Source: an optimization exercise on an open RTL-to-GDS flow (aim: small area and a short achievable clock period). Production flows keep margins and buffers that such runs may drop.
RTL that was checked went through simulation tests only; none was proved equivalent to the original.

==> 01-21: inputs <==
==> flow/design.v <==
module fir_16tap (
	input  wire               clk,
	input  wire               rst,
	input  wire signed [15:0] xin,
	output wire signed [35:0] yout
);
reg  [15:0] d [1:14];            
reg  [15:0] m;                   
reg  [22:0] y;
reg  [22:0] v;
reg  [3:0]  cnt;                 
wire        mv = &cnt[3:1];      
wire [15:0] mn = mv ? {~d[14][15], d[14][14:0]} : 16'h8000;
wire [15:0] xf = {~xin[15], xin[14:0]};
wire [22:0] y_n, v_n;
wire [22:0] p = {y[21:0], 1'b0} ^ v;    
wire [22:0] g = {y[21:0], 1'b0} & v;
fir_v u_v (.y(y), .m(m), .mn(mn), .s(v_n));
fir_y u_y (.p(p), .g(g), .xf(xf), .s(y_n));
integer k;
always @(posedge clk) begin
	d[1] <= xin;
	for (k = 2; k <= 14; k = k + 1)
		d[k] <= d[k-1];
end
always @(posedge clk) begin
	if (rst) begin
		cnt <= 4'd0;
		m   <= 16'h8000;
		y   <= 23'd0;
		v   <= 23'h7f8000;
	end else begin
		if (!(&cnt))
			cnt <= cnt + 4'd1;
		m   <= mn;
		y   <= y_n;
		v   <= v_n;
	end
end
assign yout = {{13{y[22]}}, y};
endmodule
module fir_v (
	input  wire [22:0] y,
	input  wire [15:0] m,
	input  wire [15:0] mn,
	output wire [22:0] s
);
wire s1 = ~m[1] ^ ~y[1] ^ 1'b1;
wire c2 = (~m[1] & ~y[1]) | (~m[1] & 1'b1) | (~y[1] & 1'b1);
wire s3 = m[0] ^ ~m[4] ^ ~y[4];
wire c4 = (m[0] & ~m[4]) | (m[0] & ~y[4]) | (~m[4] & ~y[4]);
wire s5 = m[1] ^ ~m[5] ^ ~y[5];
wire c6 = (m[1] & ~m[5]) | (m[1] & ~y[5]) | (~m[5] & ~y[5]);
wire s7 = m[2] ^ ~m[6] ^ ~y[6];
wire c8 = (m[2] & ~m[6]) | (m[2] & ~y[6]) | (~m[6] & ~y[6]);
wire s9 = m[3] ^ ~m[7] ^ ~y[7];
wire c10 = (m[3] & ~m[7]) | (m[3] & ~y[7]) | (~m[7] & ~y[7]);
wire s11 = m[4] ^ ~m[8] ^ ~y[8];
wire c12 = (m[4] & ~m[8]) | (m[4] & ~y[8]) | (~m[8] & ~y[8]);
wire s13 = m[5] ^ ~m[9] ^ ~y[9];
wire c14 = (m[5] & ~m[9]) | (m[5] & ~y[9]) | (~m[9] & ~y[9]);
wire s15 = m[6] ^ ~m[10] ^ ~y[10];
wire c16 = (m[6] & ~m[10]) | (m[6] & ~y[10]) | (~m[10] & ~y[10]);
wire s17 = m[7] ^ ~m[11] ^ ~y[11];
wire c18 = (m[7] & ~m[11]) | (m[7] & ~y[11]) | (~m[11] & ~y[11]);
wire s19 = m[8] ^ ~m[12] ^ ~y[12];
wire c20 = (m[8] & ~m[12]) | (m[8] & ~y[12]) | (~m[12] & ~y[12]);
wire s21 = m[9] ^ ~m[13] ^ ~y[13];
wire c22 = (m[9] & ~m[13]) | (m[9] & ~y[13]) | (~m[13] & ~y[13]);
wire s23 = m[10] ^ ~m[14] ^ ~y[14];
wire c24 = (m[10] & ~m[14]) | (m[10] & ~y[14]) | (~m[14] & ~y[14]);
wire s25 = m[11] ^ ~m[15] ^ ~y[15];
wire c26 = (m[11] & ~m[15]) | (m[11] & ~y[15]) | (~m[15] & ~y[15]);
wire s27 = m[12] ^ ~y[16] ^ ~mn[12];
wire c28 = (m[12] & ~y[16]) | (m[12] & ~mn[12]) | (~y[16] & ~mn[12]);
wire s29 = m[13] ^ ~y[17] ^ ~mn[13];
wire c30 = (m[13] & ~y[17]) | (m[13] & ~mn[13]) | (~y[17] & ~mn[13]);
wire s31 = m[14] ^ ~y[18] ^ ~mn[14];
wire c32 = (m[14] & ~y[18]) | (m[14] & ~mn[14]) | (~y[18] & ~mn[14]);
wire s33 = m[15] ^ ~y[19] ^ ~mn[15];
wire c34 = (m[15] & ~y[19]) | (m[15] & ~mn[15]) | (~y[19] & ~mn[15]);
wire s35 = c2 ^ ~m[2] ^ ~y[2];
wire c36 = (c2 & ~m[2]) | (c2 & ~y[2]) | (~m[2] & ~y[2]);
wire s37 = s3 ^ ~mn[0] ^ 1'b1;
wire c38 = (s3 & ~mn[0]) | (s3 & 1'b1) | (~mn[0] & 1'b1);
wire s39 = c4 ^ s5 ^ ~mn[1];
wire c40 = (c4 & s5) | (c4 & ~mn[1]) | (s5 & ~mn[1]);
wire s41 = c6 ^ s7 ^ ~mn[2];
wire c42 = (c6 & s7) | (c6 & ~mn[2]) | (s7 & ~mn[2]);
wire s43 = c8 ^ s9 ^ ~mn[3];
wire c44 = (c8 & s9) | (c8 & ~mn[3]) | (s9 & ~mn[3]);
wire s45 = c10 ^ s11 ^ ~mn[4];
wire c46 = (c10 & s11) | (c10 & ~mn[4]) | (s11 & ~mn[4]);
wire s47 = c12 ^ s13 ^ ~mn[5];
wire c48 = (c12 & s13) | (c12 & ~mn[5]) | (s13 & ~mn[5]);
wire s49 = c14 ^ s15 ^ ~mn[6];
wire c50 = (c14 & s15) | (c14 & ~mn[6]) | (s15 & ~mn[6]);
wire s51 = c16 ^ s17 ^ ~mn[7];
wire c52 = (c16 & s17) | (c16 & ~mn[7]) | (s17 & ~mn[7]);
wire s53 = c18 ^ s19 ^ ~mn[8];
wire c54 = (c18 & s19) | (c18 & ~mn[8]) | (s19 & ~mn[8]);
wire s55 = c20 ^ s21 ^ ~mn[9];
wire c56 = (c20 & s21) | (c20 & ~mn[9]) | (s21 & ~mn[9]);
wire s57 = c22 ^ s23 ^ ~mn[10];
wire c58 = (c22 & s23) | (c22 & ~mn[10]) | (s23 & ~mn[10]);
wire s59 = c24 ^ s25 ^ ~mn[11];
wire c60 = (c24 & s25) | (c24 & ~mn[11]) | (s25 & ~mn[11]);
wire s61 = c26 ^ s27 ^ 1'b1;
wire c62 = (c26 & s27) | (c26 & 1'b1) | (s27 & 1'b1);
wire s63 = c28 ^ s29 ^ 1'b1;
wire c64 = (c28 & s29) | (c28 & 1'b1) | (s29 & 1'b1);
wire s65 = c30 ^ s31 ^ 1'b1;
wire c66 = (c30 & s31) | (c30 & 1'b1) | (s31 & 1'b1);
wire s67 = c32 ^ s33 ^ 1'b1;
wire c68 = (c32 & s33) | (c32 & 1'b1) | (s33 & 1'b1);
wire s69 = c36 ^ ~m[3] ^ ~y[3];
wire c70 = (c36 & ~m[3]) | (c36 & ~y[3]) | (~m[3] & ~y[3]);
wire s71 = c68 ^ c34 ^ ~y[20];
wire c72 = (c68 & c34) | (c68 & ~y[20]) | (c34 & ~y[20]);
wire s73 = c72 ^ ~y[21] ^ 1'b1;
wire c74 = (c72 & ~y[21]) | (c72 & 1'b1) | (~y[21] & 1'b1);
wire s75 = c74 ^ ~y[22] ^ 1'b1;
wire vp76 = ~m[0] ^ ~y[0];
wire vg77 = ~m[0] & ~y[0];
wire vp78 = c70 ^ s37;
wire vg79 = c70 & s37;
wire vp80 = c38 ^ s39;
wire vg81 = c38 & s39;
wire vp82 = c40 ^ s41;
wire vg83 = c40 & s41;
wire vp84 = c42 ^ s43;
wire vg85 = c42 & s43;
wire vp86 = c44 ^ s45;
wire vg87 = c44 & s45;
wire vp88 = c46 ^ s47;
wire vg89 = c46 & s47;
wire vp90 = c48 ^ s49;
wire vg91 = c48 & s49;
wire vp92 = c50 ^ s51;
wire vg93 = c50 & s51;
wire vp94 = c52 ^ s53;
wire vg95 = c52 & s53;
wire vp96 = c54 ^ s55;
wire vg97 = c54 & s55;
wire vp98 = c56 ^ s57;
wire vg99 = c56 & s57;
wire vp100 = c58 ^ s59;
wire vg101 = c58 & s59;
wire vp102 = c60 ^ s61;
wire vg103 = c60 & s61;
wire vp104 = c62 ^ s63;
wire vg105 = c62 & s63;
wire vp106 = c64 ^ s65;
wire vg107 = c64 & s65;
wire vp108 = c66 ^ s67;
wire vg109 = c66 & s67;
wire [22:0] vsum110 = {s75,s73,s71,c66,c64,c62,c60,c58,c56,c54,c52,c50,c48,c46,c44,c42,c40,c38,c70,s69,s35,s1,~m[0]} + {1'b0,1'b0,1'b0,s67,s65,s63,s61,s59,s57,s55,s53,s51,s49,s47,s45,s43,s41,s39,s37,1'b0,1'b0,1'b0,~y[0]};
assign s = {vsum110[22],vsum110[21],vsum110[20],vsum110[19],vsum110[18],vsum110[17],vsum110[16],vsum110[15],vsum110[14],vsum110[13],vsum110[12],vsum110[11],vsum110[10],vsum110[9],vsum110[8],vsum110[7],vsum110[6],vsum110[5],vsum110[4],vsum110[3],vsum110[2],vsum110[1],vsum110[0]};
endmodule
module fir_y (
	input  wire [22:0] p,
	input  wire [22:0] g,
	input  wire [15:0] xf,
	output wire [22:0] s
);
wire q1 = p[0] ^ xf[0];
wire k2 = g[0] | (p[0] & xf[0]);
wire q3 = p[1] ^ xf[1];
wire k4 = g[1] | (p[1] & xf[1]);
wire q5 = p[2] ^ xf[2];
wire k6 = g[2] | (p[2] & xf[2]);
wire q7 = p[3] ^ xf[3];
wire k8 = g[3] | (p[3] & xf[3]);
wire q9 = p[4] ^ xf[4];
wire k10 = g[4] | (p[4] & xf[4]);
wire q11 = p[5] ^ xf[5];
wire k12 = g[5] | (p[5] & xf[5]);
wire q13 = p[6] ^ xf[6];
wire k14 = g[6] | (p[6] & xf[6]);
wire q15 = p[7] ^ xf[7];
wire k16 = g[7] | (p[7] & xf[7]);
wire q17 = p[8] ^ xf[8];
wire k18 = g[8] | (p[8] & xf[8]);
wire q19 = p[9] ^ xf[9];
wire k20 = g[9] | (p[9] & xf[9]);
wire q21 = p[10] ^ xf[10];
wire k22 = g[10] | (p[10] & xf[10]);
wire q23 = p[11] ^ xf[11];
wire k24 = g[11] | (p[11] & xf[11]);
wire q25 = p[12] ^ xf[12];
wire k26 = g[12] | (p[12] & xf[12]);
wire q27 = p[13] ^ xf[13];
wire k28 = g[13] | (p[13] & xf[13]);
wire q29 = p[14] ^ xf[14];
wire k30 = g[14] | (p[14] & xf[14]);
wire q31 = p[15] ^ xf[15];
wire k32 = g[15] | (p[15] & xf[15]);
wire yp33 = k2 ^ q3;
wire yg34 = k2 & q3;
wire yp35 = k4 ^ q5;
wire yg36 = k4 & q5;
wire yp37 = k6 ^ q7;
wire yg38 = k6 & q7;
wire yp39 = k8 ^ q9;
wire yg40 = k8 & q9;
wire yp41 = k10 ^ q11;
wire yg42 = k10 & q11;
wire yp43 = k12 ^ q13;
wire yg44 = k12 & q13;
wire yp45 = k14 ^ q15;
wire yg46 = k14 & q15;
wire yp47 = k16 ^ q17;
wire yg48 = k16 & q17;
wire yp49 = k18 ^ q19;
wire yg50 = k18 & q19;
wire yp51 = k20 ^ q21;
wire yg52 = k20 & q21;
wire yp53 = k22 ^ q23;
wire yg54 = k22 & q23;
wire yp55 = k24 ^ q25;
wire yg56 = k24 & q25;
wire yp57 = k26 ^ q27;
wire yg58 = k26 & q27;
wire yp59 = k28 ^ q29;
wire yg60 = k28 & q29;
wire yp61 = k30 ^ q31;
wire yg62 = k30 & q31;
wire yp63 = k32 ^ p[16];
wire yg64 = k32 & p[16];
wire yp65 = g[16] ^ p[17];
wire yg66 = g[16] & p[17];
wire yp67 = g[17] ^ p[18];
wire yg68 = g[17] & p[18];
wire yp69 = g[18] ^ p[19];
wire yg70 = g[18] & p[19];
wire yp71 = g[19] ^ p[20];
wire yg72 = g[19] & p[20];
wire yp73 = g[20] ^ p[21];
wire yg74 = g[20] & p[21];
wire yp75 = g[21] ^ p[22];
wire yg76 = g[21] & p[22];
wire [22:0] ysum77 = {g[21],g[20],g[19],g[18],g[17],g[16],k32,k30,k28,k26,k24,k22,k20,k18,k16,k14,k12,k10,k8,k6,k4,k2,q1} + {p[22],p[21],p[20],p[19],p[18],p[17],p[16],q31,q29,q27,q25,q23,q21,q19,q17,q15,q13,q11,q9,q7,q5,q3,1'b0};
assign s = {ysum77[22],ysum77[21],ysum77[20],ysum77[19],ysum77[18],ysum77[17],ysum77[16],ysum77[15],ysum77[14],ysum77[13],ysum77[12],ysum77[11],ysum77[10],ysum77[9],ysum77[8],ysum77[7],ysum77[6],ysum77[5],ysum77[4],ysum77[3],ysum77[2],ysum77[1],ysum77[0]};
endmodule
==> flow/flow/run.sh <==
#!/bin/bash
# The standard layout, with:
# - ORFS synthesis run through flow/my_synth.tcl, which is synth_recipe.tcl
#   with Yosys's abc pass given flow/abc.script and the full-adder
#   extraction limited to full adders in module fir_v;
# - a tighter setup target for timing repair;
# - small port buffers;
# - a clock tree of small buffers without dummy loads.
# make's output goes to make.log.
set -euo pipefail
export MY_ABC_SCRIPT="$PWD/flow/abc.script"
export MY_EXTRACT_FA="-fa fir_v"
bash standard.sh \
  "SYNTH_SCRIPT=$PWD/flow/my_synth.tcl" \
  SETUP_SLACK_MARGIN=8.4 \
  "BUFFER_PORTS_ARGS=-buffer_cell sky130_fd_sc_hd__buf_2" \
  "CTS_ARGS=-sink_clustering_enable -repair_clock_nets -dont_use_dummy_load -buf_list {sky130_fd_sc_hd__clkbuf_8} -sink_clustering_size 20 -sink_clustering_max_diameter 50" \
  finish > make.log 2>&1
==> flow/flow/abc.script <==
&get -n
&st
&dch
&nf -R 1000
&put
topo
stime -c
==> flow/flow/my_synth.tcl <==
proc synth {args} { yosys synth -nofsm -noshare {*}$args }
proc abc {args} {
  set i [lsearch -exact $args -script]
  if {$i >= 0 && [info exists ::env(MY_ABC_SCRIPT)]} { lset args [expr {$i + 1}] $::env(MY_ABC_SCRIPT) }
  yosys abc {*}$args
}
proc extract_fa {args} {
  if {[info exists ::env(MY_EXTRACT_FA)]} { set args $::env(MY_EXTRACT_FA) }
  yosys extract_fa {*}$args
}
source $::env(SCRIPTS_DIR)/synth.tcl
# left out here: clear keep_hierarchy, flatten, clean up, hide names made inside functions, write 1_2_yosys.v
==> flow/standard.sh <==
#!/bin/bash
# synth_recipe.tcl (not shown) runs the flow's synth.tcl, then flattens the netlist and writes it again
# the make line also repeats each setting of config.mk as NAME=value (left out here)
make -C /OpenROAD-flow-scripts/flow DESIGN_CONFIG=/design/flow/config.mk WORK_HOME=/design/flow/orfs CLKGATE_MAP_FILE= SYNTH_SCRIPT=/design/flow/synth_recipe.tcl "${@:-finish}"
==> flow/config.mk <==
export PLATFORM = sky130hd
export DESIGN_NAME = fir_16tap
export DESIGN_NICKNAME = fir_16tap
export VERILOG_FILES = /design/flow/design.v
export SDC_FILE = /design/flow/constraint.sdc
export NUM_CORES = 4
export LEC_CHECK = 0
export CAP_MARGIN = 5
export CORE_MARGIN = 2
export CORE_UTILIZATION = 65
export SLEW_MARGIN = 5
export SYNTH_HIERARCHICAL = 1
==> flow/constraint.sdc <==
create_clock -name core_clock -period 12.5 [get_ports {clk}]
set_input_delay 2.5000 -clock core_clock [delete_from_list [all_inputs] [get_ports {clk}]]
set_output_delay 2.5000 -clock core_clock [all_outputs]
set_load 0.01 [all_outputs]
==> inputs of 10-04, as changes to 01-21 <==
==> flow/flow/run.sh (replaced) <==
#!/bin/bash
# The standard layout, with a tighter setup target for timing repair, small
# port buffers and no dummy clock loads.  make's output goes to make.log.
set -euo pipefail
bash standard.sh \
  SETUP_SLACK_MARGIN=8.8 \
  "BUFFER_PORTS_ARGS=-buffer_cell sky130_fd_sc_hd__buf_2" \
  "CTS_ARGS=-sink_clustering_enable -repair_clock_nets -dont_use_dummy_load" \
  finish > make.log 2>&1
Settings changed: CAP_MARGIN 5 to 20, CORE_UTILIZATION 65 to 40, SLEW_MARGIN 5 to 20.
removed: flow/flow/abc.script
removed: flow/flow/my_synth.tcl
==> inputs of 11-06, as changes to 01-21 <==
--- a/flow/design.v
+++ b/flow/design.v
@@ -11,2 +11,4 @@
 reg  [3:0]  cnt;                 
+reg         rr;                  
+wire [22:0] ye = rr ? 23'd0 : y;    
 wire        mv = &cnt[3:1];      
@@ -15,5 +17,5 @@
 wire [22:0] y_n, v_n;
-wire [22:0] p = {y[21:0], 1'b0} ^ v;    
-wire [22:0] g = {y[21:0], 1'b0} & v;
-fir_v u_v (.y(y), .m(m), .mn(mn), .s(v_n));
+wire [22:0] p = {ye[21:0], 1'b0} ^ v;   
+wire [22:0] g = {ye[21:0], 1'b0} & v;
+fir_v u_v (.y(ye), .m(m), .mn(mn), .s(v_n));
 fir_y u_y (.p(p), .g(g), .xf(xf), .s(y_n));
@@ -26,2 +28,6 @@
 always @(posedge clk) begin
+	rr <= rst;
+	y  <= y_n;
+end
+always @(posedge clk) begin
 	if (rst) begin
@@ -29,3 +35,2 @@
 		m   <= 16'h8000;
-		y   <= 23'd0;
 		v   <= 23'h7f8000;
@@ -35,3 +40,2 @@
 		m   <= mn;
-		y   <= y_n;
 		v   <= v_n;
@@ -39,3 +43,3 @@
 end
-assign yout = {{13{y[22]}}, y};
+assign yout = {{13{ye[22]}}, ye};
 endmodule
Settings changed: CAP_MARGIN 5 to 20, SLEW_MARGIN 5 to 20.
==> summary.md <==
| Metric | Value |
|---|---|
| Filler cell count | 987 |
| Crit path from | xin[3] |
| Routability cong. | 0.888 |
| Yosys top cell area share | 0.602 |
| Synth Net Count | 938 |
| Final #Nets | about 1000 |
| Adder-Cell Fraction of Synth Area | 0.0633 |
| CP Capture Point | y[16] |
| Mapped cell area | 0.00965 sq mm |
| Status | timing/DRC/antenna clean |
Source of the figures above: 01-21

==> summary.md <==
| Metric | Value |
|---|---|
| Final #Nets | 1093 |
| Crit path from | xin[0] |
| Adder-Cell Fraction of Synth Area | 0.164 |
| CP Capture Point | y[17] |
| Delay-heaviest family, CP | compound AO/OA/AOI/OAI gates |
| Routability cong. | 0.799 |
| Seq/Total Area, Yosys | 0.565 |
| Synth Net Count | 1011 |
| Status | timing/DRC/antenna clean |
| Multi-input gate area | 0.00457 sq mm |
| Reg with most FFs | d |
| Yosys top cell area share | 0.565 |
| Filler cell count | ~2200 |
| Fraction of standard cell area that is sequential | 0.470 |
| DIE WIDTH | 164 um |
Source of the figures above: 10-04

==> summary.md <==
| Metric | Value |
|---|---|
| Status | timing/DRC/antenna clean |
| Mapped cell area | around 0.0097 sq mm |
| Most frequent cells in the layout | dfxtp_1 (290), nor2_1 (101), xnor2_1 (59), nand2_1 (55), buf_2 (53) |
| Yosys top cell area share | 0.603 |
| Final #Nets | 1012 |
| Crit path from | rr |
| Synth Net Count | around 940 |
| Largest stage delay, worst path | 470 ps |
| Routability cong. | 0.885 |
| Antenna diode count | 0 |
| Filler cell count | slightly above 1000 |
Source of the figures above: 11-06

For 11-06, only the layout was checked, not whether the RTL still works.

re-timing with driven ports:
No port has a modelled driver above. Below, the same layouts with a new extraction and two added sets of constraints.
Step 1 sets driving cells, clkbuf_16 on the clock port and buf_2 on the other inputs (assumed; they add their load-dependent delay and slew).
Step 2 adds t to the input delays and takes it off the output delays; t is the mean of the earliest and latest rising clock arrival at the registers after step 1. Input paths then give back, and output paths get back, about the clock's delay inside the block.
Slacks: ideal ports / drivers / drivers and shift; pairs: ideal ports / drivers.
| run | t, ns | setup slack, ns | cell pins on the clock port's net |
|---|---|---|---|
| 01-21 | 0.556 | 8.479 / 8.500 / 7.944 | 1 |
| 10-04 | 0.559 | 8.195 / 8.201 / 7.642 | 1 |
| 11-06 | 0.558 | 8.380 / 8.344 / 7.914 | 1 |
After both steps every run listed still meets setup and hold. For 10-04, which loses most, drivers alone change the setup slack by +0.006 ns; drivers and shift together by -0.553 ns.
